Context: an optimization exercise on an open-source flow, tuned for a short achievable clock period and few clock cycles. The choices shown serve that exercise and are no tape-out recipe. No run shown here included a check of the RTL's function; only the layout flow was run. The clock port is modelled as an ideal driver; clocking choices that lean on that would not hold on a real chip. Power is estimated from default activity; no workload was simulated.

===== standard.sh =====
#!/bin/bash
# synth_recipe.tcl (not shown) runs the flow's synth.tcl, then flattens the netlist and writes it again
# the make line also repeats each setting of config.mk as NAME=value (left out here)
make -C /OpenROAD-flow-scripts/flow DESIGN_CONFIG=/design/flow/config.mk WORK_HOME=/design/flow/orfs CLKGATE_MAP_FILE= SYNTH_SCRIPT=/design/flow/synth_recipe.tcl "${@:-finish}"

===== config.mk =====
export PLATFORM = sky130hd
export DESIGN_NAME = MIPS_DLX
export DESIGN_NICKNAME = MIPS_DLX
export VERILOG_FILES = /design/flow/design.v
export SDC_FILE = /design/flow/constraint.sdc
export NUM_CORES = 8
export LEC_CHECK = 0
export CAP_MARGIN = 20
export CORE_MARGIN = 2
export CORE_UTILIZATION = 40
export SLEW_MARGIN = 20

===== constraint.sdc =====
create_clock -name core_clock -period 10.0 [get_ports {clock}]
set_input_delay 2.0000 -clock core_clock [delete_from_list [all_inputs] [get_ports {clock}]]
set_output_delay 2.0000 -clock core_clock [all_outputs]
set_load 0.01 [all_outputs]

===== design.v =====
`timescale 1ns / 1ps
module MIPS_DLX(
	input         clock,
	input         reset,
	input         enable,
	output [9:0]  imem_addr,
	input  [31:0] imem_data,
	output [9:0]  dmem_addr,
	output [31:0] dmem_wdata,
	output        dmem_we,
	input  [31:0] dmem_rdata
);
reg [9:0]  pc;
reg        e_we, e_load, e_store, e_br;
reg        e_mis_eq, e_mis_ne;            
reg        e_fold, e_fbeq, e_fpred;       
reg [9:0]  e_falt;                        
reg        e_fz;                          
reg        e_fa2, e_fb2;                  
reg [31:0] e_a2, e_b2;
reg [3:0]  e_fidx;
reg [1:0]  e_fctr;
reg        e_pred, e_bne;
reg [4:0]  e_dst;
reg [9:0]  e_pc1, e_tgt;                  
reg        e_fa, e_fb, e_fc;              
reg [31:0] e_a, e_b, e_c;                 
reg        e_wa, e_wb, e_wc;              
reg        e_sub, e_arith, e_and, e_or, e_xor, e_nor, e_slt, e_sltu;
reg        e_sll, e_sr, e_sra, e_big;
reg        e_ek_addi, e_ek_andi, e_ek_slt, e_ek_sltu, e_ek_ld, e_ezk;
reg        e_ek_sl;                       
reg [31:0] e_negimm;
reg [4:0]  x_lo, x_hi0, x_hi1;
reg        x_c;
reg [31:0] x_wdata;
reg        x_sfwd;                        
reg        x_sfwd2;                       
reg [31:0] m_res;
reg [31:0] w_res;                         
reg        m_we;
reg [4:0]  m_dst;
reg [31:1] f_one, f_b0;                   
reg [31:0] rf [1:31];
wire [31:0] R = dmem_rdata;
assign dmem_addr  = {x_c ? x_hi1 : x_hi0, x_lo};
assign dmem_wdata = x_sfwd ? m_res : x_sfwd2 ? w_res : x_wdata;
assign dmem_we    = e_store & enable;
wire [31:0] a_r = e_wa ? w_res : e_a;
wire [31:0] b_r = e_wb ? w_res : e_b;
wire [31:0] c_r = e_wc ? w_res : e_c;
wire [31:0] a = e_fa ? m_res : a_r;
wire [31:0] b = e_fb ? m_res : b_r;
wire [31:0] c = e_fc ? m_res : c_r;
wire [31:0] cx   = c ^ {32{e_sub}};
wire [32:0] sum  = {1'b0, a} + {1'b0, cx} + {32'd0, e_sub};
wire        lt   = (a[31] ^ c[31]) ? a[31] : sum[31];
wire        ltu  = ~sum[32];
wire [4:0]  sh   = c[4:0];
wire        big  = e_big & (|c[31:5]);
wire [31:0] shl  = a << sh;
wire [32:0] shr  = $signed({e_sra & a[31], a}) >>> sh;
wire [31:0] res_shl = big ? 32'd0 : shl;
wire [31:0] res_shr = big ? {32{e_sra & a[31]}} : shr[31:0];
wire [9:0]  sum10 = a[9:0] + cx[9:0] + {9'd0, e_sub};
wire [9:0]  res10 = ({10{e_arith}} & sum10)
                  | ({10{e_and}}   & (a[9:0] & c[9:0]))
                  | ({10{e_or}}    & (a[9:0] | c[9:0]))
                  | ({10{e_xor}}   & (a[9:0] ^ c[9:0]))
                  | ({10{e_nor}}   & ~(a[9:0] | c[9:0]))
                  | ({10{e_sll}}   & res_shl[9:0])
                  | ({10{e_sr}}    & res_shr[9:0]);
wire [31:0] res = ({32{e_arith}} & sum[31:0])
                | ({32{e_and}}   & (a & c))
                | ({32{e_or}}    & (a | c))
                | ({32{e_xor}}   & (a ^ c))
                | ({32{e_nor}}   & ~(a | c))
                | {31'd0, (e_slt & lt) | (e_sltu & ltu)}
                | ({32{e_sll}}   & res_shl)
                | ({32{e_sr}}    & res_shr)
                | ({32{e_load}}  & R);
wire        eq_rr      = (a_r == b_r);
wire        eq_mr      = (m_res == b_r);
wire        eq_rm      = (a_r == m_res);
wire        eq         = e_fa ? (e_fb ? 1'b1 : eq_mr) : (e_fb ? eq_rm : eq_rr);
wire        taken      = eq ^ e_bne;
wire        mispredict_b = eq ? e_mis_eq : e_mis_ne;
wire        eq2        = e_fa2 ? (e_fb2 ? 1'b1 : (m_res == e_b2)) :
                                 (e_fb2 ? (e_a2 == m_res) : (e_a2 == e_b2));
wire        fcond      = e_fz ? ezero : eq2;
wire        ftaken     = e_fbeq ? fcond : ~fcond;
wire        mispredict_f = e_fold & (ftaken != e_fpred);
wire        mispredict = mispredict_b | mispredict_f;
wire        z_addi = e_fa ? (m_res == e_negimm) : (a_r == e_negimm);
wire        ezero = (e_ek_addi & z_addi) | (e_ek_andi & ~|(a & c)) |
                    (e_ek_slt & ~lt) | (e_ek_sltu & ~ltu) | (e_ek_ld & ~|R);
wire [31:0] ins   = imem_data;
wire [5:0]  op    = ins[31:26];
wire [4:0]  rs    = ins[25:21];
wire [4:0]  rt    = ins[20:16];
wire [4:0]  rd    = ins[15:11];
wire [5:0]  funct = ins[5:0];
wire is_r    = op == 6'b000000;
wire is_j    = op == 6'b000010;
wire is_beq  = op == 6'b000100;
wire is_bne  = op == 6'b000101;
wire is_addi = op == 6'b001000;
wire is_slti = op == 6'b001010;
wire is_andi = op == 6'b001100;
wire is_ori  = op == 6'b001101;
wire is_xori = op == 6'b001110;
wire is_lw   = op == 6'b100011;
wire is_sw   = op == 6'b101011;
wire is_imm  = is_addi | is_slti | is_andi | is_ori | is_xori;
wire is_br   = is_beq | is_bne;
wire is_mem  = is_lw | is_sw;
wire [4:0] dst = is_r ? rd : rt;
wire       we  = (is_r | is_imm | is_lw) & (dst != 5'd0);
wire f_add  = is_r & (funct == 6'h20 || funct == 6'h21);
wire f_sub  = is_r & (funct == 6'h22 || funct == 6'h23);
wire f_or   = is_r & (funct == 6'h25);
wire f_xor  = is_r & (funct == 6'h26);
wire f_nor  = is_r & (funct == 6'h27);
wire f_slt  = is_r & (funct == 6'h2a);
wire f_sltu = is_r & (funct == 6'h2b);
wire f_sll  = is_r & (funct == 6'h00);
wire f_srl  = is_r & (funct == 6'h02);
wire f_sra  = is_r & (funct == 6'h03);
wire f_sllv = is_r & (funct == 6'h04);
wire f_srlv = is_r & (funct == 6'h06);
wire f_srav = is_r & (funct == 6'h07);
wire f_and  = is_r & ~(f_add | f_sub | f_or | f_xor | f_nor | f_slt | f_sltu |
                       f_sll | f_srl | f_sra | f_sllv | f_srlv | f_srav);
wire [31:0] imm = {{16{ins[15]}}, ins[15:0]};
wire [31:0] rf_a = (rs == 5'd0) ? 32'd0 : rf[rs];
wire [31:0] rf_b = (rt == 5'd0) ? 32'd0 : rf[rt];
wire [31:0] val_a = rf_a;
wire [31:0] val_b = rf_b;
wire fwd_a = e_we & (e_dst == rs);
wire fwd_b = e_we & (e_dst == rt);
wire       stall    = is_mem & fwd_a & e_ek_sl;
wire       byp_a    = m_we & (m_dst == rs);
wire [9:0] base     = fwd_a ? (e_load ? R[9:0] : res10) : (byp_a ? m_res[9:0] : val_a[9:0]);
function [5:0] add5;
	input [4:0] x, y;
	input       cin;
	reg [4:0] p, g, gg, pp, gn, pn;
	integer i, d;
	begin
		p = x ^ y;
		g = x & y;
		gg = g; gg[0] = g[0] | (p[0] & cin);
		pp = p;
		for (d = 1; d < 5; d = d * 2) begin
			gn = gg; pn = pp;
			for (i = d; i < 5; i = i + 1) begin
				gn[i] = gg[i] | (pp[i] & gg[i-d]);
				pn[i] = pp[i] & pp[i-d];
			end
			gg = gn; pp = pn;
		end
		add5 = {gg[4], p ^ {gg[3:0], cin}};
	end
endfunction
wire [5:0] a_lo     = add5(base[4:0], ins[4:0], 1'b0);
wire [5:0] a_hi0    = add5(base[9:5], ins[9:5], 1'b0);
wire [5:0] a_hi1    = add5(base[9:5], ins[9:5], 1'b1);
wire same  = rs == rt;
wire spred = is_beq ? (same | ins[15]) : ~same;
wire       dpred  = spred;
wire       early_ok = is_br & ~same & e_ezk &
                      (((rt == 5'd0) & fwd_a) | ((rs == 5'd0) & fwd_b));
wire       pred     = early_ok ? (is_beq ? ezero : ~ezero) : dpred;
wire [9:0] pc1 = pc + 10'd1;
wire [9:0] pc2 = pc + 10'd2;
wire [9:0] tgt = pc + ins[9:0];
reg [15:0]  fb_v, fb_j, fb_beq, fb_zt;
reg [95:0]  fb_tag;
reg [79:0]  fb_r, fb_rs, fb_rt;
reg [159:0] fb_tgt;
reg [31:0]  fb_ctr;
wire [3:0] fb_i    = pc[3:0];
wire       fb_hit  = fb_v[fb_i] & (fb_tag[fb_i*6 +: 6] == pc[9:4]);
wire       fb_isj  = fb_j[fb_i];
wire       fb_eq   = fb_beq[fb_i];
wire [4:0] fb_reg  = fb_r[fb_i*5 +: 5];
wire [4:0] fb_rsi  = fb_rs[fb_i*5 +: 5];
wire [4:0] fb_rti  = fb_rt[fb_i*5 +: 5];
wire       fb_z    = fb_zt[fb_i];
wire [9:0] fb_dst  = fb_tgt[fb_i*10 +: 10];
wire [1:0] fb_c    = fb_ctr[fb_i*2 +: 2];
wire       x_ezk   = is_addi | is_andi | f_slt | is_slti | f_sltu | is_lw;
wire       fold_ok = fb_hit & ~is_br & ~is_j;
wire       fold_j  = fold_ok & fb_isj;
wire       fold_z  = fb_z & we & x_ezk & (dst == fb_reg);
wire       fold_g  = ~(we & ((dst == fb_rsi) | (dst == fb_rti)));
wire       fold_b  = fold_ok & ~fb_isj & (fold_z | fold_g);
wire [31:0] g_a    = (fb_rsi == 5'd0) ? 32'd0 : rf[fb_rsi];
wire [31:0] g_b    = (fb_rti == 5'd0) ? 32'd0 : rf[fb_rti];
wire        g_fa   = e_we & (e_dst == fb_rsi);
wire        g_fb   = e_we & (e_dst == fb_rti);
wire       x_dec1  = is_addi & (ins[15:0] == 16'hFFFF);
wire       x_bit0  = is_andi & (ins[15:0] == 16'h0001);
wire       m_wrs   = m_we & (m_dst == rs);
wire       rs_one  = (rs != 5'd0) & (m_wrs ? (m_res == 32'd1) : f_one[rs]);
wire       rs_b0   = (rs != 5'd0) & (m_wrs ? m_res[0] : f_b0[rs]);
wire       x_known = (x_dec1 | x_bit0) & ~fwd_a;
wire       x_zero  = x_dec1 ? rs_one : ~rs_b0;
wire       fb_pred = (fold_z & x_known) ? (fb_eq ? x_zero : ~x_zero) : fb_c[1];
wire       fpred   = fold_j | (fold_b & fb_pred);
wire [9:0] f_next = stall ? pc :
                    (fold_j | fold_b) ? (fpred ? fb_dst : pc2) :
                    (is_br & pred) ? tgt : (is_j ? ins[9:0] : pc1);
assign imem_addr = pc;
always @(posedge clock) begin
	if (reset)
		pc <= 10'd0;
	else if (enable)
		pc <= mispredict_f ? e_falt : mispredict_b ? (e_pred ? e_pc1 : e_tgt) : f_next;
end
wire kill = mispredict | stall;       
always @(posedge clock) begin
	if (reset) begin
		e_we <= 1'b0; e_load <= 1'b0; e_store <= 1'b0; e_br <= 1'b0;
		e_mis_eq <= 1'b0; e_mis_ne <= 1'b0; e_ezk <= 1'b0; e_fold <= 1'b0;
	end else if (enable) begin
		e_fold   <= fold_b & ~kill;
		e_ezk    <= we & ~kill & (is_addi | is_andi | f_slt | is_slti | f_sltu | is_lw);
		e_we     <= we & ~kill;
		e_load   <= is_lw & ~kill;
		e_store  <= is_sw & ~kill;
		e_br     <= is_br & ~kill;
		e_mis_eq <= is_br & ~kill & (is_bne == pred);
		e_mis_ne <= is_br & ~kill & (is_bne != pred);
	end
end
always @(posedge clock) begin
	if (enable) begin
		e_dst    <= dst;
		e_bne    <= is_bne;
		e_pred   <= pred;
		e_fbeq   <= fb_eq;
		e_fz     <= fold_z;
		e_fa2    <= g_fa;
		e_fb2    <= g_fb;
		e_a2     <= (m_we & (m_dst == fb_rsi)) ? m_res : g_a;
		e_b2     <= (m_we & (m_dst == fb_rti)) ? m_res : g_b;
		e_fpred  <= fb_pred;
		e_falt   <= fb_pred ? pc2 : fb_dst;
		e_fidx   <= fb_i;
		e_fctr   <= fb_c;
		e_pc1    <= pc1;
		e_tgt    <= tgt;
		e_fa     <= fwd_a;
		e_fb     <= fwd_b;
		e_fc     <= fwd_b & ~is_imm;
		e_a      <= val_a;
		e_b      <= val_b;
		e_wa     <= m_we & (m_dst == rs);
		e_wb     <= m_we & (m_dst == rt);
		e_wc     <= m_we & (m_dst == rt) & ~is_imm;
		e_c      <= is_imm ? imm : val_b;
		e_sub    <= f_sub | f_slt | f_sltu | is_slti;
		e_arith  <= f_add | f_sub | is_addi;
		e_and    <= f_and | is_andi;
		e_or     <= f_or | is_ori;
		e_xor    <= f_xor | is_xori;
		e_nor    <= f_nor;
		e_slt    <= f_slt | is_slti;
		e_sltu   <= f_sltu;
		e_sll    <= f_sll | f_sllv;
		e_sr     <= f_srl | f_sra | f_srlv | f_srav;
		e_sra    <= f_sra | f_srav;
		e_big    <= f_sll | f_srl | f_sra;
		e_ek_addi <= is_addi;
		e_ek_andi <= is_andi;
		e_ek_slt  <= f_slt | is_slti;
		e_ek_sltu <= f_sltu;
		e_ek_ld   <= is_lw;
		e_ek_sl   <= f_slt | is_slti | f_sltu;
		e_negimm  <= 32'd0 - imm;
		x_lo     <= a_lo[4:0];
		x_c      <= a_lo[5];
		x_hi0    <= a_hi0[4:0];
		x_hi1    <= a_hi1[4:0];
		x_wdata  <= val_b;
		x_sfwd   <= fwd_b;
		x_sfwd2  <= m_we & (m_dst == rt);
	end
end
always @(posedge clock) begin
	if (enable) begin
		m_res <= res;
		w_res <= m_res;
		m_dst <= e_dst;
	end
end
always @(posedge clock) begin
	if (reset)
		m_we <= 1'b0;
	else if (enable)
		m_we <= e_we;
end
always @(posedge clock) begin
	if (m_we) begin
		f_one[m_dst] <= (m_res == 32'd1);
		f_b0[m_dst]  <= m_res[0];
	end
end
wire       al_zt   = is_br & ~same & ((rt == 5'd0) | (rs == 5'd0));
reg        a_v, a_j, a_beq, a_sp, a_zt;
reg [4:0]  a_rs, a_rt;
reg [9:0]  a_pc, a_tgt;
reg [4:0]  a_rr;
always @(posedge clock) begin
	if (reset)
		a_v <= 1'b0;
	else if (enable)
		a_v <= is_j | is_br;
end
always @(posedge clock) begin
	if (enable) begin
		a_pc  <= pc;
		a_j   <= is_j;
		a_beq <= is_beq;
		a_sp  <= spred;
		a_rr   <= (rt == 5'd0) ? rs : rt;
		a_zt  <= al_zt;
		a_rs  <= rs;
		a_rt  <= rt;
		a_tgt <= is_j ? ins[9:0] : tgt;
	end
end
wire [9:0] pm1     = a_pc - 10'd1;
wire [3:0] al_i    = pm1[3:0];
wire       al_have = fb_v[al_i] & (fb_tag[al_i*6 +: 6] == pm1[9:4]);
wire       al      = a_v & ~al_have;
wire [1:0] fctr_t  = (e_fctr == 2'b11) ? 2'b11 : e_fctr + 2'b01;
wire [1:0] fctr_n  = (e_fctr == 2'b00) ? 2'b00 : e_fctr - 2'b01;
reg        fu_v;
reg [3:0]  fu_i;
reg [1:0]  fu_ctr;
always @(posedge clock) begin
	if (reset)
		fu_v <= 1'b0;
	else if (enable)
		fu_v <= e_fold;
end
always @(posedge clock) begin
	if (enable) begin
		fu_i   <= e_fidx;
		fu_ctr <= ftaken ? fctr_t : fctr_n;
	end
end
always @(posedge clock) begin
	if (reset) begin
		fb_v <= 16'd0;
	end else if (enable && al) begin
		fb_v[al_i] <= 1'b1;
	end
end
always @(posedge clock) begin
	if (enable && al) begin
		fb_tag[al_i*6 +: 6]   <= pm1[9:4];
		fb_j[al_i]            <= a_j;
		fb_beq[al_i]          <= a_beq;
		fb_r[al_i*5 +: 5]     <= a_rr;
		fb_zt[al_i]           <= a_zt;
		fb_rs[al_i*5 +: 5]    <= a_rs;
		fb_rt[al_i*5 +: 5]    <= a_rt;
		fb_tgt[al_i*10 +: 10] <= a_tgt;
		fb_ctr[al_i*2 +: 2]   <= a_sp ? 2'b10 : 2'b01;
	end else if (enable && fu_v) begin
		fb_ctr[fu_i*2 +: 2]   <= fu_ctr;
	end
end
always @(posedge clock) begin
	if (m_we)
		rf[m_dst] <= m_res;
end
endmodule

===== flow/post_cts.tcl =====
# Extra timing repair at the end of ORFS's CTS step (before 4_1_cts.odb is
# written): fix slow transitions, then more setup repair passes, then
# legalize the placement again.
puts "post_cts: extra repair"
estimate_parasitics -placement
repair_design -slew_margin 50 -cap_margin 50 -verbose
estimate_parasitics -placement
repair_timing -setup -setup_margin 5.6 -repair_tns 100 -verbose
detailed_placement
estimate_parasitics -placement
repair_timing -setup -setup_margin 5.6 -repair_tns 100 -verbose
detailed_placement
check_placement -verbose
report_worst_slack -max

===== flow/run.sh =====
#!/bin/bash
# Standard ORFS layout with delay cells kept out of the netlist and
# repair_timing asked for more setup slack than the default.
set -euo pipefail
DONT_USE="sky130_fd_sc_hd__probe_p_8 sky130_fd_sc_hd__probec_p_8 sky130_fd_sc_hd__lpflow_bleeder_1 sky130_fd_sc_hd__lpflow_clkbufkapwr_1 sky130_fd_sc_hd__lpflow_clkbufkapwr_16 sky130_fd_sc_hd__lpflow_clkbufkapwr_2 sky130_fd_sc_hd__lpflow_clkbufkapwr_4 sky130_fd_sc_hd__lpflow_clkbufkapwr_8 sky130_fd_sc_hd__lpflow_clkinvkapwr_1 sky130_fd_sc_hd__lpflow_clkinvkapwr_16 sky130_fd_sc_hd__lpflow_clkinvkapwr_2 sky130_fd_sc_hd__lpflow_clkinvkapwr_4 sky130_fd_sc_hd__lpflow_clkinvkapwr_8 sky130_fd_sc_hd__lpflow_decapkapwr_12 sky130_fd_sc_hd__lpflow_decapkapwr_3 sky130_fd_sc_hd__lpflow_decapkapwr_4 sky130_fd_sc_hd__lpflow_decapkapwr_6 sky130_fd_sc_hd__lpflow_decapkapwr_8 sky130_fd_sc_hd__lpflow_inputiso0n_1 sky130_fd_sc_hd__lpflow_inputiso0p_1 sky130_fd_sc_hd__lpflow_inputiso1n_1 sky130_fd_sc_hd__lpflow_inputiso1p_1 sky130_fd_sc_hd__lpflow_inputisolatch_1 sky130_fd_sc_hd__lpflow_isobufsrc_1 sky130_fd_sc_hd__lpflow_isobufsrc_16 sky130_fd_sc_hd__lpflow_isobufsrc_2 sky130_fd_sc_hd__lpflow_isobufsrc_4 sky130_fd_sc_hd__lpflow_isobufsrc_8 sky130_fd_sc_hd__lpflow_isobufsrckapwr_16 sky130_fd_sc_hd__lpflow_lsbuf_lh_hl_isowell_tap_1 sky130_fd_sc_hd__lpflow_lsbuf_lh_hl_isowell_tap_2 sky130_fd_sc_hd__lpflow_lsbuf_lh_hl_isowell_tap_4 sky130_fd_sc_hd__lpflow_lsbuf_lh_isowell_4 sky130_fd_sc_hd__lpflow_lsbuf_lh_isowell_tap_1 sky130_fd_sc_hd__lpflow_lsbuf_lh_isowell_tap_2 sky130_fd_sc_hd__lpflow_lsbuf_lh_isowell_tap_4  sky130_fd_sc_hd__clkdlybuf4s15_1 sky130_fd_sc_hd__clkdlybuf4s15_2 sky130_fd_sc_hd__clkdlybuf4s18_1 sky130_fd_sc_hd__clkdlybuf4s18_2 sky130_fd_sc_hd__clkdlybuf4s25_1 sky130_fd_sc_hd__clkdlybuf4s25_2 sky130_fd_sc_hd__clkdlybuf4s50_1 sky130_fd_sc_hd__clkdlybuf4s50_2 sky130_fd_sc_hd__dlygate4sd1_1 sky130_fd_sc_hd__dlygate4sd2_1 sky130_fd_sc_hd__dlygate4sd3_1 sky130_fd_sc_hd__dlymetal6s2s_1 sky130_fd_sc_hd__dlymetal6s4s_1 sky130_fd_sc_hd__dlymetal6s6s_1"
bash standard.sh "DONT_USE_CELLS=$DONT_USE" SETUP_SLACK_MARGIN=5.6 SLEW_MARGIN=50 CAP_MARGIN=50 POST_CTS_TCL="$PWD/flow/post_cts.tcl" finish > standard.log 2>&1

==> results of run 1 <==
-- registers in the layout (all words and copies together), names as in the netlist, 32 cells and up --
register / count
rf: 992
fb_rt: 80
e_b2: 32
fb_rs: 80
fb_ctr: 32
fb_tgt: 160
e_a2: 32
fb_tag: 96
m_res: 32
e_c: 32
x_wdata: 32
e_a: 32
fb_r: 80
w_res: 32
-- tightest hold or removal path, cell delays in order (launching register included) --
cell     delay, ps
dfxtp_1        310
nand2_1         70
a21oi_1         60
-- cell usage in the layout (no fill, tap or decap), drive strengths merged, types with 25 or more instances in the layout --
cell,instances
a311oi,76
and2,26
a21oi,437
and3,150
o221ai,46
xor2,112
inv,178
clkbuf,332
a21o,64
bufinv,30
clkinv,101
mux4,1087
nor3,79
o21ai,426
o22ai,62
buf,1267
edfxtp,2002
nor2b,63
a22o,363
nand2,1188
mux2,292
a211oi,272
nor4,65
nor2,559
dfxtp,36
a221oi,27
a31oi,119
xnor2,235
nand3,174
nand4,64
o211ai,59
mux2i,513
ha,158
a22oi,25
nand2b,42
-- power breakdown --
part	internal [uW]	switching, uW
Combinational	3530	5790
Sequential	9870	291
Clock	4920	3770
Total	18300	9850
-- cells by family (layout without fill, tap and decap cells) --
family	count (synthesis)	count (layout)	synth area share, %
and+or+nand+nor	2488	2493	8.57
adders and majority gates	167	167	1.66
other	0	14	0
buffers and inverters	1018	1946	3.22
DFF	2038	2038	47.2
muxes	1891	1892	25.6
AOI/OAI and AO/OA	2157	2162	11.4
xor gates and xnor gates	347	347	2.36
-- area by class of cell --
type                            instances  area [um2]
Antenna cell                           14        35.0
Clock buffer                          266        5830
Clock inverter                        154        1600
Fill cell                           27600      165000
Inverter                              172         792
Multi-Input combinational cell       7061       69800
Sequential cell                      2038       60900
Tap cell                             4305        5390
Timing Repair Buffer                 1353       11500
Timing Repair inverter                  1        8.76
-- metal layers --
metal	vias up	global-route usage, %	wire length, um
li1	42000	-	-
met5	-	0	154
met4	20	19.4	41100
met1	53000	41.2	193000
met3	1935	9.31	72300
met2	8656	49.8	242000
-- worst max-delay path by stage --
| stage | end | slack, ps | cells past startpoint |
|---|---|---|---|
| final | e_ezk | 4920 | 25 |
| after global placement | pc[2] | 2520 | 13 |
| after floorplan | x_lo[4] | 4800 | 16 |
| after global routing | m_res[27] | 4800 | 35 |
| after detailed placement | x_hi1[4] | 3120 | 16 |
-- per-stage QoR --
step / power, uW / util (%) / instances / setup slack (ps)
after global routing: 28800 / 48.5 / 15400 / 4800
after global placement: 17500 / 41.8 / 14000 / 2520
final: 28200 / 48.6 / 15400 / 4920
after detailed placement: 17600 / 42.4 / 14000 / 3120
after floorplan: 14900 / - / 10100 / 4800
==> impl_metrics.json, run 1 <==
{
  "r2r_slack_ps": 4920,
  "initial_core_util_pct": 40.2,
  "power_density_nw_per_um2": 181,
  "synth.most_common_cell": "edfxtp_1",
  "yosys-top-cells-area": "edfxtp_1 (47%), mux4_2 (19%), mux2i_1 (3.9%)",
  "worst-setup-path-type": "flop to flop",
  "syn_inst": 10100,
  "async_reset_ff_share_pct": 0,
  "fin_skew_ps": 99.2,
  "gp_congestion": 0.967,
  "whs_ps": 479,
  "critPathBufInv": 10,
  "cp-end-kind": "flop",
  "timing.critical_path.required_ps": 10830,
  "synth_ff_type": "edfxtp_1",
  "cts_sinks": 2038,
  "first_global_vias": 101000,
  "nNetsFinal": 11100,
  "core_area_um2": 321000,
  "vias_per_cell": 6.88,
  "max_freq_mhz": 197,
  "routed_wl_um": 549000,
  "area_growth_pct": 20.8,
  "synthDistinctLibCells": 100,
  "r2r_start": "e_wa",
  "clk_latency_ps": 960,
  "drive_above_1_share_pct": 30.9,
  "yosysSeqAreaShare_pct": 47.2,
  "drv_slew": 0,
  "hold_end": "e_ezk",
  "syn-num-nets": 10300,
  "ys_top_cells_by_count": "edfxtp_1 (2002), nand2_1 (1184), mux4_2 (1087)",
  "worstReg2RegEnd": "e_ezk",
  "grt_pass1_wl_um": 766000,
  "synth_edf_count": 2002,
  "ir_drop_uv": 152,
  "grt_max_degree": 88,
  "die_x_um": 572,
  "synth_area_um2": 129000,
  "fp.dieH_um": 572,
  "cts.clk_slew.worst_paths_ps": 60,
  "slowest_stage": "edfxtp_1",
  "numPortBuffers": 119,
  "period_needed_ps": 5080,
  "rows": 208,
  "post-route-period-util_pct": 50.8,
  "cp-startpoint": "e_wa",
  "final-setup-viol-count": 0,
  "cellLeakagePower_uw": 0.0527,
  "final_area_um2": 156000,
  "vias": 106000,
  "max_cap_violations": 0,
  "synth-seq-cells": 2038,
  "hold_violations": 0,
  "min_path_cells": 2,
  "synth_top_cell_by_area": "edfxtp_1",
  "ant_nets": 0,
  "wl_per_cell_um": 35.7,
  "slowest_delay_ps": 420,
  "grt_util_all_layers_pct": 32.6,
  "drt_pass1_iterations": 9,
  "final.setup.tns_ps": 0,
  "die_area_um2": 327000,
  "tightest_slew_ps": 835,
  "rsz0062_at_grt": "yes",
  "overflow": 0,
  "hold_path_startpoint": "e_ezk",
  "io_pins": 120,
  "drc": 0,
  "drt_iter0_drc": 16500,
  "outcome": "finished clean",
  "hpwl_um": 339000,
  "min-delay-path-class": "flop to flop",
  "slew-limit-headroom_pct": 44.3,
  "cpLargestDelayFamily": "buffers and inverters",
  "cp-start-kind": "flop",
  "avgSynthCellArea_um2": 12.8,
  "placed_cell_area_um2": 136000,
  "cts_tree": "done",
  "reg2reg_depth": 25,
  "cp.arrival_ps": 5910,
  "crit_path_max_fanout": 8,
  "yosysWarnings": 1,
  "antenna_found_initial": 22,
  "synth_top_cell_area_share_pct": 46.6
}
==> inputs of run 2 (changes only) <==
--- a/design.v
+++ b/design.v
@@ -18,11 +18,15 @@
 reg        e_fz;                          
 reg        e_fa2, e_fb2;                  
 reg [31:0] e_a2, e_b2;
+reg        e_wa2, e_wb2;                  
 reg [3:0]  e_fidx;
 reg [1:0]  e_fctr;
 reg        e_pred, e_bne;
 reg [4:0]  e_dst;
 reg [9:0]  e_pc1, e_tgt;                  
+reg [9:0]  e_pc;
+reg        e_hit, e_spred;
+reg [1:0]  e_ctr;
 reg        e_fa, e_fb, e_fc;              
 reg [31:0] e_a, e_b, e_c;                 
 reg        e_wa, e_wb, e_wc;              
@@ -85,8 +89,10 @@
 wire        eq         = e_fa ? (e_fb ? 1'b1 : eq_mr) : (e_fb ? eq_rm : eq_rr);
 wire        taken      = eq ^ e_bne;
 wire        mispredict_b = eq ? e_mis_eq : e_mis_ne;
-wire        eq2        = e_fa2 ? (e_fb2 ? 1'b1 : (m_res == e_b2)) :
-                                 (e_fb2 ? (e_a2 == m_res) : (e_a2 == e_b2));
+wire [31:0] a2_r       = e_wa2 ? w_res : e_a2;
+wire [31:0] b2_r       = e_wb2 ? w_res : e_b2;
+wire        eq2        = e_fa2 ? (e_fb2 ? 1'b1 : (m_res == b2_r)) :
+                                 (e_fb2 ? (a2_r == m_res) : (a2_r == b2_r));
 wire        fcond      = e_fz ? ezero : eq2;
 wire        ftaken     = e_fbeq ? fcond : ~fcond;
 wire        mispredict_f = e_fold & (ftaken != e_fpred);
@@ -167,7 +173,13 @@
 wire [5:0] a_hi1    = add5(base[9:5], ins[9:5], 1'b1);
 wire same  = rs == rt;
 wire spred = is_beq ? (same | ins[15]) : ~same;
-wire       dpred  = spred;
+reg [31:0]  bp_v;
+reg [159:0] bp_tag;
+reg [63:0]  bp_ctr;
+wire [4:0] bp_i   = pc[4:0];
+wire       bp_hit = bp_v[bp_i] & (bp_tag[bp_i*5 +: 5] == pc[9:5]);
+wire [1:0] bp_c   = bp_ctr[bp_i*2 +: 2];
+wire       dpred  = bp_hit ? bp_c[1] : spred;
 wire       early_ok = is_br & ~same & e_ezk &
                       (((rt == 5'd0) & fwd_a) | ((rs == 5'd0) & fwd_b));
 wire       pred     = early_ok ? (is_beq ? ezero : ~ezero) : dpred;
@@ -243,14 +255,20 @@
 		e_fz     <= fold_z;
 		e_fa2    <= g_fa;
 		e_fb2    <= g_fb;
-		e_a2     <= (m_we & (m_dst == fb_rsi)) ? m_res : g_a;
-		e_b2     <= (m_we & (m_dst == fb_rti)) ? m_res : g_b;
+		e_a2     <= g_a;
+		e_b2     <= g_b;
+		e_wa2    <= m_we & (m_dst == fb_rsi);
+		e_wb2    <= m_we & (m_dst == fb_rti);
 		e_fpred  <= fb_pred;
 		e_falt   <= fb_pred ? pc2 : fb_dst;
 		e_fidx   <= fb_i;
 		e_fctr   <= fb_c;
 		e_pc1    <= pc1;
 		e_tgt    <= tgt;
+		e_pc     <= pc;
+		e_hit    <= bp_hit;
+		e_spred  <= spred;
+		e_ctr    <= bp_c;
 		e_fa     <= fwd_a;
 		e_fb     <= fwd_b;
 		e_fc     <= fwd_b & ~is_imm;
@@ -307,6 +325,37 @@
 		f_b0[m_dst]  <= m_res[0];
 	end
 end
+wire [1:0] ctr0  = e_hit ? e_ctr : (e_spred ? 2'b10 : 2'b01);
+wire [1:0] ctr_t = (ctr0 == 2'b11) ? 2'b11 : ctr0 + 2'b01;
+wire [1:0] ctr_n = (ctr0 == 2'b00) ? 2'b00 : ctr0 - 2'b01;
+reg        u_v;
+reg [9:0]  u_pc;
+reg [1:0]  u_ctr;
+always @(posedge clock) begin
+	if (reset)
+		u_v <= 1'b0;
+	else if (enable)
+		u_v <= e_br;
+end
+always @(posedge clock) begin
+	if (enable) begin
+		u_pc  <= e_pc;
+		u_ctr <= taken ? ctr_t : ctr_n;
+	end
+end
+always @(posedge clock) begin
+	if (reset) begin
+		bp_v <= 32'd0;
+	end else if (enable && u_v) begin
+		bp_v[u_pc[4:0]] <= 1'b1;
+	end
+end
+always @(posedge clock) begin
+	if (enable && u_v) begin
+		bp_tag[u_pc[4:0]*5 +: 5] <= u_pc[9:5];
+		bp_ctr[u_pc[4:0]*2 +: 2] <= u_ctr;
+	end
+end
 wire       al_zt   = is_br & ~same & ((rt == 5'd0) | (rs == 5'd0));
 reg        a_v, a_j, a_beq, a_sp, a_zt;
 reg [4:0]  a_rs, a_rt;
==> run 2 against run 1 <==
Compared with the run above: sequential share of layout area is 1.4 points higher; register-to-register slack better by 130 ps; non-clock buffer count shrank 77; critical path depth fell by 8; critical path type unchanged; sequential power is 12% higher; synthesized cell count increased by 2.8%; still clean on timing, DRC and antenna; clock skew shrank 41 ps; total power grew 7.8%; sequential cell count is 272 higher; largest power group unchanged; fmax increased by 2.7%.
==> impl_metrics.json, run 2 <==
{
  "worstReg2RegEnd": "pc[4]",
  "min-delay-path-class": "flop to flop",
  "drv_slew": 0,
  "synthDistinctLibCells": 99,
  "gp_congestion": 0.996,
  "fin_skew_ps": 58.6,
  "cts_sinks": 2310,
  "period_needed_ps": 4950,
  "initial_core_util_pct": 40.3,
  "outcome": "finished clean",
  "clk_latency_ps": 960,
  "rsz0062_at_grt": "yes",
  "overflow": 0,
  "p_total_uw": 30400,
  "cellLeakagePower_uw": 0.0572,
  "core_area_um2": 353000,
  "area_growth_pct": 19.2,
  "ant_nets": 0,
  "drc": 0,
  "drive_above_1_share_pct": 33.3,
  "final-setup-viol-count": 0,
  "crit_path_end": "pc[4]",
  "slew-limit-headroom_pct": 44.3,
  "cts_tree": "done",
  "cp.arrival_ps": 5740,
  "synth_area_um2": 142000,
  "synth_compound_area_share_pct": 9.85,
  "die_x_um": 600,
  "synth_ff_type": "edfxtp_1",
  "vias_per_cell": 6.84,
  "ff_latch_area_um2": 68700,
  "yosysSeqAreaShare_pct": 48.3,
  "synth_top_cell_by_area": "edfxtp_1",
  "first_global_vias": 105000,
  "routed_wl_um": 579000,
  "drt_pass1_iterations": 8,
  "yosysWarnings": 1,
  "cp-start-kind": "flop",
  "drt_iter0_drc": 17800,
  "vias": 110000,
  "post-route-util_pct": 48.0,
  "die_area_um2": 360000,
  "yosys-top-cells-area": "edfxtp_1 (47%), mux4_2 (20%), mux2i_1 (5.0%)",
  "reg2reg_depth": 17,
  "r2r_start": "x_sfwd2",
  "synth_top_family_by_area": "multiplexers",
  "antenna_found_initial": 46,
  "largest_reg_flops": 992,
  "grt_pass1_wl_um": 805000,
  "numPortBuffers": 119,
  "multi_input_area_um2": 74600,
  "syn-num-nets": 10600,
  "timing.critical_path.required_ps": 10790,
  "fill_cells": 30200,
  "synth-seq-cells": 2310,
  "syn_inst": 10400,
  "synth_edf_count": 2240,
  "grt_util_all_layers_pct": 30.8,
  "muxShareOfSynthArea_pct": 28.7,
  "hpwl_um": 375000,
  "r2r_slack_ps": 5050,
  "crit_path_max_fanout": 10,
  "power_density_nw_per_um2": 179,
  "io_pins": 120,
  "nNetsFinal": 11300,
  "fp.dieH_um": 600,
  "mostFrequentLayoutCell": "edfxtp_1",
  "avgSynthCellArea_um2": 13.7,
  "ir_drop_uv": 139,
  "cp-startpoint": "x_sfwd2",
  "synth_top_cell_area_share_pct": 47.3,
  "grt_max_degree": 96,
  "worst-setup-path-type": "flop to flop",
  "wl_per_cell_um": 36.1,
  "regMostFlops": "rf",
  "final.setup.tns_ps": 0,
  "synthAdderAreaFrac_pct": 1.54,
  "synthXorXnorAreaFrac_pct": 2.23,
  "rows": 218,
  "cts.clk_slew.worst_paths_ps": 70,
  "final_cell_mix": "edfxtp_1 (2240), mux4_2 (1235), nand2_1 (739), mux2i_1 (597), nor2_1 (544)",
  "tightest_slew_ps": 836,
  "max_cap_violations": 0,
  "yosys.area_share.simple_pct": 6.49,
  "synth.most_common_cell": "edfxtp_1",
  "post-route-period-util_pct": 49.5,
  "cp-end-kind": "flop",
  "ys_top_cells_by_count": "edfxtp_1 (2240), mux4_2 (1235), nand2_1 (777)",
  "max_freq_mhz": 202,
  "hold_violations": 0,
  "async_reset_ff_share_pct": 0
}
[run 2: cell families (layout without fill, tap and decap cells)]
kind of cell / count (synthesis) / count (layout)
adders and majority gates: 171 / 171
and+or+nand+nor: 2064 / 2064
buffers and inverters: 1031 / 1927
DFF: 2310 / 2310
AOI/OAI and AO/OA: 2000 / 2003
muxes: 2446 / 2448
other: 0 / 18
xor gates and xnor gates: 362 / 362
[run 2: where the power goes]
group / total [uW] / internal, uW / switching (uW)
Combinational: 9030 / 3420 / 5610
Sequential: 11400 / 11100 / 290
Clock: 9960 / 5640 / 4320
Total: 30400 / 20100 / 10200
[run 2: how the worst min path moves through the flow]
stage | start | endpoint | slack [ps] | depth (start not counted)
after global routing | bp_v[6] | bp_v[6] | 480 | 2
after floorplan | bp_v[19] | bp_v[19] | 430 | 2
after global placement | bp_v[7] | bp_v[7] | 440 | 2
after detailed placement | bp_v[6] | bp_v[6] | 450 | 2
final | bp_v[6] | bp_v[6] | 460 | 2
[run 2: worst max-delay path, cell delays in order, from the launching register on]
cell	delay [ps]
edfxtp_1	420
buf_12	170
buf_1	100
buf_6	110
clkbuf_16	170
mux2_4	300
mux2_4	320
xnor2_2	480
nand4_1	190
nor3b_2	460
nand2_1	170
o31ai_4	220
buf_8	190
mux2_4	420
nor2_1	620
a22o_1	260
a211o_1	110
a311oi_2	80
[run 2: metal layers]
layer	track usage (%)	up-vias	share of wire, %
li1	-	43500	-
met1	41.7	56400	37
met2	45.1	8192	43
met3	8.22	1574	13
met4	16.5	22	6.3
met5	0	-	0.025
[run 2: final cells by class]
cell class                 count  area share, %
clock buffer                 325           4.10
sequential                  2310           40.5
multi-input combinational   7048           44.0
inverter                     177          0.431
timing repair buffer        1276           6.46
antenna                       18         0.0266
clock inverter               149          0.973
tap                         4730           3.49
[run 2: per-stage QoR]
step	area (um2)	hold slack, ps	cells	setup slack, ps
6_report	170000	465	16000	5050
5_1_grt	170000	480	16000	4970
3_5_place_dp	150000	452	14800	3140
3_3_place_gp	148000	441	14700	2730
2_1_floorplan	143000	431	10400	4760
==> inputs of run 3 (changes only) <==
--- a/design.v
+++ b/design.v
@@ -11,14 +11,21 @@
 	input  [31:0] dmem_rdata
 );
 reg [9:0]  pc;
-reg        e_we, e_load, e_store, e_br;
-reg        e_mis_eq, e_mis_ne;            
-reg        e_fold, e_fbeq, e_fpred;       
+reg        e_v;
+reg        e_we_r, e_load_r, e_store_r, e_br_r, e_mis_eq_r, e_mis_ne_r, e_ezk_r, e_fold_r;
+wire       e_we     = e_we_r & e_v;
+wire       e_load   = e_load_r & e_v;
+wire       e_store  = e_store_r & e_v;
+wire       e_br     = e_br_r & e_v;
+wire       e_mis_eq = e_mis_eq_r & e_v;
+wire       e_mis_ne = e_mis_ne_r & e_v;
+wire       e_ezk    = e_ezk_r & e_v;
+wire       e_fold   = e_fold_r & e_v;
+reg        e_fbeq, e_fpred;               
 reg [9:0]  e_falt;                        
 reg        e_fz;                          
 reg        e_fa2, e_fb2;                  
 reg [31:0] e_a2, e_b2;
-reg        e_wa2, e_wb2;                  
 reg [3:0]  e_fidx;
 reg [1:0]  e_fctr;
 reg        e_pred, e_bne;
@@ -32,7 +39,7 @@
 reg        e_wa, e_wb, e_wc;              
 reg        e_sub, e_arith, e_and, e_or, e_xor, e_nor, e_slt, e_sltu;
 reg        e_sll, e_sr, e_sra, e_big;
-reg        e_ek_addi, e_ek_andi, e_ek_slt, e_ek_sltu, e_ek_ld, e_ezk;
+reg        e_ek_addi, e_ek_andi, e_ek_slt, e_ek_sltu, e_ek_ld;
 reg        e_ek_sl;                       
 reg [31:0] e_negimm;
 reg [4:0]  x_lo, x_hi0, x_hi1;
@@ -89,10 +96,8 @@
 wire        eq         = e_fa ? (e_fb ? 1'b1 : eq_mr) : (e_fb ? eq_rm : eq_rr);
 wire        taken      = eq ^ e_bne;
 wire        mispredict_b = eq ? e_mis_eq : e_mis_ne;
-wire [31:0] a2_r       = e_wa2 ? w_res : e_a2;
-wire [31:0] b2_r       = e_wb2 ? w_res : e_b2;
-wire        eq2        = e_fa2 ? (e_fb2 ? 1'b1 : (m_res == b2_r)) :
-                                 (e_fb2 ? (a2_r == m_res) : (a2_r == b2_r));
+wire        eq2        = e_fa2 ? (e_fb2 ? 1'b1 : (m_res == e_b2)) :
+                                 (e_fb2 ? (e_a2 == m_res) : (e_a2 == e_b2));
 wire        fcond      = e_fz ? ezero : eq2;
 wire        ftaken     = e_fbeq ? fcond : ~fcond;
 wire        mispredict_f = e_fold & (ftaken != e_fpred);
@@ -233,17 +238,9 @@
 wire kill = mispredict | stall;       
 always @(posedge clock) begin
 	if (reset) begin
-		e_we <= 1'b0; e_load <= 1'b0; e_store <= 1'b0; e_br <= 1'b0;
-		e_mis_eq <= 1'b0; e_mis_ne <= 1'b0; e_ezk <= 1'b0; e_fold <= 1'b0;
+		e_v <= 1'b0;
 	end else if (enable) begin
-		e_fold   <= fold_b & ~kill;
-		e_ezk    <= we & ~kill & (is_addi | is_andi | f_slt | is_slti | f_sltu | is_lw);
-		e_we     <= we & ~kill;
-		e_load   <= is_lw & ~kill;
-		e_store  <= is_sw & ~kill;
-		e_br     <= is_br & ~kill;
-		e_mis_eq <= is_br & ~kill & (is_bne == pred);
-		e_mis_ne <= is_br & ~kill & (is_bne != pred);
+		e_v      <= ~kill;
 	end
 end
 always @(posedge clock) begin
@@ -251,14 +248,20 @@
 		e_dst    <= dst;
 		e_bne    <= is_bne;
 		e_pred   <= pred;
+		e_fold_r   <= fold_b;
+		e_ezk_r    <= we & (is_addi | is_andi | f_slt | is_slti | f_sltu | is_lw);
+		e_we_r     <= we;
+		e_load_r   <= is_lw;
+		e_store_r  <= is_sw;
+		e_br_r     <= is_br;
+		e_mis_eq_r <= is_br & (is_bne == pred);
+		e_mis_ne_r <= is_br & (is_bne != pred);
 		e_fbeq   <= fb_eq;
 		e_fz     <= fold_z;
 		e_fa2    <= g_fa;
 		e_fb2    <= g_fb;
-		e_a2     <= g_a;
-		e_b2     <= g_b;
-		e_wa2    <= m_we & (m_dst == fb_rsi);
-		e_wb2    <= m_we & (m_dst == fb_rti);
+		e_a2     <= (m_we & (m_dst == fb_rsi)) ? m_res : g_a;
+		e_b2     <= (m_we & (m_dst == fb_rti)) ? m_res : g_b;
 		e_fpred  <= fb_pred;
 		e_falt   <= fb_pred ? pc2 : fb_dst;
 		e_fidx   <= fb_i;
==> run 3 against run 2 <==
Compared with the run above: still clean; non-clock buffer count is 119 lower; worst setup slack worse by 91 ps; final cell count is 3.4% higher; cell area fell by 0.15%; total power increased by 3.7%; die area up 0.33%; wire length is 1.1% higher; via count is 3.6% higher; area after synthesis grew 0.33%; clock power barely moved; core utilization decreased by 0.37 points; synthesized cell count is 6.7% higher; critical path type unchanged.
==> impl_metrics.json, run 3 <==
{
  "synth_top_cell_area_share_pct": 47.2,
  "largest_reg_flops": 992,
  "yosysWarnings": 1,
  "whs_ps": 469,
  "clk_latency_ps": 940,
  "fp.dieH_um": 601,
  "cts_tree": "done",
  "hpwl_um": 368000,
  "worst-setup-path-type": "flop to flop",
  "hold_path_startpoint": "u_v",
  "overflow": 0,
  "ys_top_cells_by_count": "edfxtp_1 (2245), nand2_1 (1209), mux4_2 (1091)",
  "min_path_cells": 2,
  "synth_edf_count": 2245,
  "gp_congestion": 0.963,
  "yosys-top-cells-area": "edfxtp_1 (47%), mux4_2 (17%), mux2i_1 (5.2%)",
  "grt_pass1_wl_um": 816000,
  "period_needed_ps": 5040,
  "worstReg2RegEnd": "pc[4]",
  "slew-limit-headroom_pct": 46.1,
  "final_cell_mix": "edfxtp_1 (2245), nand2_1 (1167), mux4_2 (1090), mux2i_1 (654), a22o_1 (501)",
  "cp-startpoint": "e_fb2",
  "grt_max_degree": 100,
  "vias_per_cell": 6.85,
  "r2r_slack_ps": 4960,
  "reg2reg_depth": 15,
  "outcome": "finished clean",
  "cts_sinks": 2308,
  "drt_iter0_drc": 18800,
  "power_density_nw_per_um2": 186,
  "drv_slew": 0,
  "hold_violations": 0,
  "fin_skew_ps": 83.8,
  "synth_top_cell_by_area": "edfxtp_1",
  "tightest_slew_ps": 809,
  "area_growth_pct": 18.6,
  "cp-end-kind": "flop",
  "yosysSeqAreaShare_pct": 48.1,
  "routed_wl_um": 585000,
  "max_cap_violations": 0,
  "synthDistinctLibCells": 94,
  "drive_above_1_share_pct": 28.4,
  "regMostFlops": "rf",
  "r2r_start": "e_fb2",
  "nNetsFinal": 11800,
  "die_area_um2": 362000,
  "drt_pass1_iterations": 7,
  "post-route-period-util_pct": 50.4,
  "synth.most_common_cell": "edfxtp_1",
  "io_pins": 120,
  "syn_inst": 11100,
  "antenna_found_initial": 38,
  "crit_path_max_fanout": 30,
  "rows": 219,
  "cp.arrival_ps": 5850,
  "mostFrequentLayoutCell": "edfxtp_1",
  "min-delay-path-class": "flop to flop",
  "grt_util_all_layers_pct": 31.0,
  "final.setup.tns_ps": 0,
  "cellLeakagePower_uw": 0.0574,
  "cp-start-kind": "flop",
  "ant_nets": 0,
  "rsz0062_at_grt": "yes",
  "drc": 0,
  "first_global_vias": 108000,
  "synth_ff_type": "edfxtp_1",
  "final-setup-viol-count": 0,
  "hold_end": "u_v",
  "initial_core_util_pct": 40.2,
  "timing.critical_path.required_ps": 10810,
  "ir_drop_uv": 172,
  "core_area_um2": 355000,
  "die_x_um": 601,
  "wl_per_cell_um": 35.3,
  "cts.clk_slew.worst_paths_ps": 60,
  "vias": 114000,
  "synth-seq-cells": 2308,
  "async_reset_ff_share_pct": 0,
  "synth_area_um2": 143000,
  "max_freq_mhz": 198,
  "syn-num-nets": 11300,
  "avgSynthCellArea_um2": 12.9,
  "numPortBuffers": 119
}
==> run 3: changes by cell type after synthesis, moves of 34 or more <==
cell	previous run	this run
nand2_1	777	1209
nor3_1	84	125
mux2i_1	711	748
nor2_1	655	589
mux2_2	452	388
a31oi_1	57	119
mux4_2	1235	1091
a22o_1	428	507
a211o_1	42	8
clkbuf_1	554	669
buf_2	129	79
o211ai_1	85	43
nor2b_1	63	215
a211oi_1	195	422
==> run 3: layout make-up <==
cell class	instances	area, um2
timing repair buffer	1157	10300
sequential	2308	68700
tap	4751	5940
antenna	22	55.1
clock inverter	148	1400
fill	30700	186000
inverter	190	836
clock buffer	342	7430
multi-input combinational	7667	74600
timing repair inverter	1	8.76
==> run 3: kinds of logic (layout without fill, tap and decap cells) <==
logic type                 after synthesis  after routing  synth area share (%)
DFF                                   2308           2308                  48.1
muxes                                 2231           2233                  25.6
and+or+nand+nor                       2620           2623                  8.21
adders and majority gates              171            171                  1.53
xor gates and xnor gates               349            349                  2.14
other                                    0             22                     0
AOI/OAI and AO/OA                     2285           2291                  11.3
buffers and inverters                 1118           1838                  3.08
==> run 3: worst max-delay path by stage <==
stage                     slack [ps]  cells past startpoint     to
after global routing            5040                     30  pc[4]
final                           4960                     15  pc[4]
after global placement          2290                     12  pc[3]
after floorplan                 4330                     21  pc[9]
after detailed placement        3020                     16  pc[3]
==> run 3: layer usage <==
metal / vias up / track usage [%] / routed length [um]
met1: 57500 / 41.5 / 217000
met2: 9016 / 45.8 / 254000
met3: 1677 / 9.14 / 79500
li1: 45300 / - / -
met5: - / 0 / 150
met4: 26 / 15.2 / 34200
==> run 3: power breakdown <==
part	internal, uW	total, uW	switching, uW
Combinational	3680	9890	6220
Clock	5850	10100	4280
Sequential	11100	11500	319
Total	20700	31500	10800
==> run 3: critical path: stages (launching register included) <==
cell	delay, ps
edfxtp_1	650
buf_6	560
mux2i_1	310
xnor2_1	200
nor4_2	730
nand4_1	350
nor4_4	470
a221oi_4	140
buf_8	190
or3_4	430
a21oi_4	250
buf_6	150
buf_6	100
and3_1	150
a21oi_1	40
o22ai_1	190
==> run 3: per-stage QoR <==
stage | instance area (um2) | util, % | setup WS [ps] | total power (uW) | instances
floorplan | 144000 | - | 4330 | 16900 | 11100
global placement | 148000 | 41.7 | 2290 | 19700 | 15400
detailed placement | 150000 | 42.3 | 3020 | 19900 | 15400
global route | 169000 | 47.6 | 5040 | 32300 | 16600
finish | 169000 | 47.6 | 4960 | 31500 | 16600
==> inputs of run 4 (changes only) <==
--- a/design.v
+++ b/design.v
@@ -36,7 +36,6 @@
 reg [1:0]  e_ctr;
 reg        e_fa, e_fb, e_fc;              
 reg [31:0] e_a, e_b, e_c;                 
-reg        e_wa, e_wb, e_wc;              
 reg        e_sub, e_arith, e_and, e_or, e_xor, e_nor, e_slt, e_sltu;
 reg        e_sll, e_sr, e_sra, e_big;
 reg        e_ek_addi, e_ek_andi, e_ek_slt, e_ek_sltu, e_ek_ld;
@@ -46,23 +45,18 @@
 reg        x_c;
 reg [31:0] x_wdata;
 reg        x_sfwd;                        
-reg        x_sfwd2;                       
 reg [31:0] m_res;
-reg [31:0] w_res;                         
 reg        m_we;
 reg [4:0]  m_dst;
 reg [31:1] f_one, f_b0;                   
 reg [31:0] rf [1:31];
 wire [31:0] R = dmem_rdata;
 assign dmem_addr  = {x_c ? x_hi1 : x_hi0, x_lo};
-assign dmem_wdata = x_sfwd ? m_res : x_sfwd2 ? w_res : x_wdata;
+assign dmem_wdata = x_sfwd ? m_res : x_wdata;
 assign dmem_we    = e_store & enable;
-wire [31:0] a_r = e_wa ? w_res : e_a;
-wire [31:0] b_r = e_wb ? w_res : e_b;
-wire [31:0] c_r = e_wc ? w_res : e_c;
-wire [31:0] a = e_fa ? m_res : a_r;
-wire [31:0] b = e_fb ? m_res : b_r;
-wire [31:0] c = e_fc ? m_res : c_r;
+wire [31:0] a = e_fa ? m_res : e_a;
+wire [31:0] b = e_fb ? m_res : e_b;
+wire [31:0] c = e_fc ? m_res : e_c;
 wire [31:0] cx   = c ^ {32{e_sub}};
 wire [32:0] sum  = {1'b0, a} + {1'b0, cx} + {32'd0, e_sub};
 wire        lt   = (a[31] ^ c[31]) ? a[31] : sum[31];
@@ -90,9 +84,9 @@
                 | ({32{e_sll}}   & res_shl)
                 | ({32{e_sr}}    & res_shr)
                 | ({32{e_load}}  & R);
-wire        eq_rr      = (a_r == b_r);
-wire        eq_mr      = (m_res == b_r);
-wire        eq_rm      = (a_r == m_res);
+wire        eq_rr      = (e_a == e_b);
+wire        eq_mr      = (m_res == e_b);
+wire        eq_rm      = (e_a == m_res);
 wire        eq         = e_fa ? (e_fb ? 1'b1 : eq_mr) : (e_fb ? eq_rm : eq_rr);
 wire        taken      = eq ^ e_bne;
 wire        mispredict_b = eq ? e_mis_eq : e_mis_ne;
@@ -102,7 +96,7 @@
 wire        ftaken     = e_fbeq ? fcond : ~fcond;
 wire        mispredict_f = e_fold & (ftaken != e_fpred);
 wire        mispredict = mispredict_b | mispredict_f;
-wire        z_addi = e_fa ? (m_res == e_negimm) : (a_r == e_negimm);
+wire        z_addi = e_fa ? (m_res == e_negimm) : (e_a == e_negimm);
 wire        ezero = (e_ek_addi & z_addi) | (e_ek_andi & ~|(a & c)) |
                     (e_ek_slt & ~lt) | (e_ek_sltu & ~ltu) | (e_ek_ld & ~|R);
 wire [31:0] ins   = imem_data;
@@ -150,8 +144,7 @@
 wire fwd_a = e_we & (e_dst == rs);
 wire fwd_b = e_we & (e_dst == rt);
 wire       stall    = is_mem & fwd_a & e_ek_sl;
-wire       byp_a    = m_we & (m_dst == rs);
-wire [9:0] base     = fwd_a ? (e_load ? R[9:0] : res10) : (byp_a ? m_res[9:0] : val_a[9:0]);
+wire [9:0] base     = fwd_a ? (e_load ? R[9:0] : res10) : val_a[9:0];
 function [5:0] add5;
 	input [4:0] x, y;
 	input       cin;
@@ -260,8 +253,8 @@
 		e_fz     <= fold_z;
 		e_fa2    <= g_fa;
 		e_fb2    <= g_fb;
-		e_a2     <= (m_we & (m_dst == fb_rsi)) ? m_res : g_a;
-		e_b2     <= (m_we & (m_dst == fb_rti)) ? m_res : g_b;
+		e_a2     <= g_a;
+		e_b2     <= g_b;
 		e_fpred  <= fb_pred;
 		e_falt   <= fb_pred ? pc2 : fb_dst;
 		e_fidx   <= fb_i;
@@ -277,9 +270,6 @@
 		e_fc     <= fwd_b & ~is_imm;
 		e_a      <= val_a;
 		e_b      <= val_b;
-		e_wa     <= m_we & (m_dst == rs);
-		e_wb     <= m_we & (m_dst == rt);
-		e_wc     <= m_we & (m_dst == rt) & ~is_imm;
 		e_c      <= is_imm ? imm : val_b;
 		e_sub    <= f_sub | f_slt | f_sltu | is_slti;
 		e_arith  <= f_add | f_sub | is_addi;
@@ -306,13 +296,11 @@
 		x_hi1    <= a_hi1[4:0];
 		x_wdata  <= val_b;
 		x_sfwd   <= fwd_b;
-		x_sfwd2  <= m_we & (m_dst == rt);
 	end
 end
 always @(posedge clock) begin
 	if (enable) begin
 		m_res <= res;
-		w_res <= m_res;
 		m_dst <= e_dst;
 	end
 end
@@ -363,7 +351,7 @@
 reg        a_v, a_j, a_beq, a_sp, a_zt;
 reg [4:0]  a_rs, a_rt;
 reg [9:0]  a_pc, a_tgt;
-reg [4:0]  a_rr;
+reg [4:0]  a_r;
 always @(posedge clock) begin
 	if (reset)
 		a_v <= 1'b0;
@@ -376,7 +364,7 @@
 		a_j   <= is_j;
 		a_beq <= is_beq;
 		a_sp  <= spred;
-		a_rr   <= (rt == 5'd0) ? rs : rt;
+		a_r   <= (rt == 5'd0) ? rs : rt;
 		a_zt  <= al_zt;
 		a_rs  <= rs;
 		a_rt  <= rt;
@@ -416,7 +404,7 @@
 		fb_tag[al_i*6 +: 6]   <= pm1[9:4];
 		fb_j[al_i]            <= a_j;
 		fb_beq[al_i]          <= a_beq;
-		fb_r[al_i*5 +: 5]     <= a_rr;
+		fb_r[al_i*5 +: 5]     <= a_r;
 		fb_zt[al_i]           <= a_zt;
 		fb_rs[al_i*5 +: 5]    <= a_rs;
 		fb_rt[al_i*5 +: 5]    <= a_rt;
@@ -427,7 +415,7 @@
 	end
 end
 always @(posedge clock) begin
-	if (m_we)
-		rf[m_dst] <= m_res;
+	if (e_we)
+		rf[e_dst] <= res;
 end
 endmodule
==> run 4 against run 3 <==
Compared with the run above: largest cell class unchanged; still clean; global-route usage barely moved; sequential cell count is 35 lower; area after synthesis shrank 3.1%; total power shrank 3.0%; fmax is 0.39% higher; register-to-register slack better by 20 ps; clock skew increased by 1.5 ps; sequential share of layout area is 0.83 points higher.
==> impl_metrics.json, run 4 <==
{
  "final-setup-viol-count": 0,
  "fp.dieH_um": 592,
  "cts.clk_slew.worst_paths_ps": 60,
  "period_needed_ps": 5020,
  "vias_per_cell": 6.96,
  "synth_area_um2": 138000,
  "drt_iter0_drc": 18300,
  "numPortBuffers": 119,
  "seq_power_share_pct": 37.6,
  "power_density_nw_per_um2": 187,
  "synth_top_cell_by_area": "edfxtp_1",
  "synthDistinctLibCells": 103,
  "gp_congestion": 0.988,
  "synth_ff_type": "edfxtp_1",
  "hpwl_um": 362000,
  "cellLeakagePower_uw": 0.0551,
  "mostFrequentLayoutCell": "edfxtp_1",
  "drv_slew": 0,
  "avgSynthCellArea_um2": 13.8,
  "yosysSeqAreaShare_pct": 48.9,
  "overflow": 0,
  "nNetsFinal": 10800,
  "slowest_stage": "edfxtp_1",
  "timing.critical_path.required_ps": 10670,
  "regMostFlops": "rf",
  "worst-setup-path-type": "flop to flop",
  "first_global_vias": 101000,
  "fin_skew_ps": 85.3,
  "yosysWarnings": 1,
  "rsz0062_at_grt": "yes",
  "p_switching_uw": 10600,
  "max_cap_violations": 0,
  "ir_drop_uv": 167,
  "p_total_uw": 30500,
  "cts_sinks": 2273,
  "wl_per_cell_um": 36.7,
  "final_cell_mix": "edfxtp_1 (2210), mux4_2 (1240), nand2_1 (695), nor2_1 (558), mux2i_1 (537)",
  "synth_edf_count": 2210,
  "final.setup.tns_ps": 0,
  "core_area_um2": 344000,
  "yosys-top-cells-area": "edfxtp_1 (48%), mux4_2 (20%), mux2i_1 (4.6%)",
  "syn_inst": 10000,
  "tightest_slew_ps": 811,
  "intPower_uw": 20000,
  "die_area_um2": 351000,
  "cts_tree": "done",
  "post-route-util_pct": 47.6,
  "async_reset_ff_share_pct": 0,
  "synth-seq-cells": 2273,
  "rows": 215,
  "synth_top_cell_area_share_pct": 48.0,
  "critPathBufInv": 19,
  "drc": 0,
  "fill_cells": 29400,
  "drt_pass1_iterations": 9,
  "cpLargestDelayFamily": "buffers and inverters",
  "place_inst": 14300,
  "p_sw_share_pct": 34.6,
  "stdcell_count": 15300,
  "post-route-period-util_pct": 50.2,
  "grt_pass1_wl_um": 777000,
  "hold_violations": 0,
  "clk_latency_ps": 970,
  "antenna_found_initial": 47,
  "min-delay-path-class": "flop to flop",
  "synth.most_common_cell": "edfxtp_1",
  "cp-start-kind": "flop",
  "io_pins": 120,
  "ant_nets": 0,
  "grt_util_all_layers_pct": 31.0,
  "drive_above_1_share_pct": 31.7,
  "crit_path_max_fanout": 8,
  "slowest_delay_ps": 410,
  "syn-num-nets": 10300,
  "crit_top_cell": "buf_2",
  "grt_max_degree": 85,
  "largest_reg_flops": 992,
  "die_x_um": 592,
  "area_growth_pct": 18.1,
  "cp-end-kind": "flop",
  "initial_core_util_pct": 40.3,
  "cp.arrival_ps": 5690,
  "outcome": "finished clean",
  "slew-limit-headroom_pct": 45.7,
  "power_frac_clock_pct": 30.3,
  "ys_top_cells_by_count": "edfxtp_1 (2210), mux4_2 (1243), nand2_1 (747)",
  "vias": 107000,
  "max_freq_mhz": 199,
  "routed_wl_um": 563000,
  "power_frac_comb_pct": 32.1
}
run 4: cell types whose count changed after synthesis, sizes merged, moves of 89 or more:
cell | before | now
nand2 | 1209 | 748
mux4 | 1094 | 1243
a211oi | 423 | 112
a21oi | 450 | 361
nor2b | 215 | 30
mux2i | 749 | 654
clkbuf | 669 | 566
run 4: worst min-delay path, stage by stage, from the launching register on:
cell      delay [ps]
edfxtp_1         320
a32oi_1           50
o21ai_1           60
run 4: kinds of logic (layout without fill, tap and decap cells):
| kind of cell | Yosys count | after routing | synth area share (%) |
|---|---|---|---|
| AO/OA/AOI/OAI | 1946 | 1946 | 9.92 |
| buffers and inverters | 1000 | 1698 | 2.99 |
| XOR/XNOR | 345 | 345 | 2.19 |
| adder cells (fa/ha/maj) | 167 | 167 | 1.54 |
| other | 0 | 29 | 0 |
| multiplexers | 2235 | 2235 | 27.8 |
| flip-flops | 2273 | 2273 | 48.9 |
| AND/OR/NAND/NOR | 2060 | 2066 | 6.67 |
run 4: final timing paths:
path / startpoint / endpoint / slack, ps / cells after the start
setup reg to reg: e_fc / rf[22][29] / 4980 / 31
hold / removal: e_falt[1] / pc[1] / 460 / 2
hold reg to reg: e_falt[1] / pc[1] / 460 / 2
setup / recovery: e_fc / rf[22][29] / 4980 / 31
run 4: area by class of cell:
| class | count | area, um2 | area share (%) |
|---|---|---|---|
| Multi-Input combinational cell | 6759 | 71100 | 43.5 |
| Clock buffer | 296 | 6380 | 3.91 |
| Sequential cell | 2273 | 67600 | 41.4 |
| Timing Repair Buffer | 1077 | 10300 | 6.28 |
| Timing Repair inverter | 1 | 17.5 | 0.0107 |
| Inverter | 168 | 692 | 0.423 |
| Antenna cell | 29 | 72.6 | 0.0444 |
| Clock inverter | 156 | 1520 | 0.931 |
| Tap cell | 4557 | 5700 | 3.49 |
run 4: power by group through the flow:
stage	Combinational (uW)	Sequential, uW	Clock, uW
after global routing	10100	11500	9630
after floorplan	5150	11400	0
after global placement	7680	11700	0
final	9810	11500	9240
after detailed placement	7930	11700	0
run 4: metrics by stage:
stage | setup slack (ps) | instance area [um2] | hold slack, ps
6_report | 4980 | 163000 | 461
5_1_grt | 4900 | 163000 | 494
3_5_place_dp | 3450 | 146000 | 443
3_3_place_gp | 2690 | 144000 | 442
2_1_floorplan | 4880 | 139000 | 424
run 4: layer usage:
layer,global-route usage (%),up-vias,wire [um]
met2,45.7,8489,245000
met1,41.4,54700,205000
met3,9.66,1524,80000
met5,0.325,-,429
li1,-,41900,-
met4,15.2,12,33000

-- static timing again, ports no longer ideal --
In the flow no input, the clock included, has a driving cell. The finished layouts below were timed again as built, in two steps. Step 1 assumes that a clkbuf_16 drives the clock port and a buf_2 every other input. Step 2 also shifts input and output timing later by t, the mid clock arrival at the registers, as if the neighbouring blocks saw the same clock. a / b / c = no drivers / after step 1 / after step 2; a / b = the first two.
run | shift t [ns] | setup slack, ns | worst slew at a driven data input, ns
run 1 | 1.022 | 4.919 / 4.919 / 3.955 | 0.34
run 2 | 1.031 | 5.050 / 4.987 / 4.072 | 0.37
run 3 | 1.012 | 4.960 / 4.834 / 3.821 | 0.39
run 4 | 1.026 | 4.979 / 4.979 / 4.083 | 0.39
After both steps setup and hold are still met in every run listed. The setup slack of run 3, which loses most, moves by -0.126 ns with the drivers and by -1.139 ns with both steps.
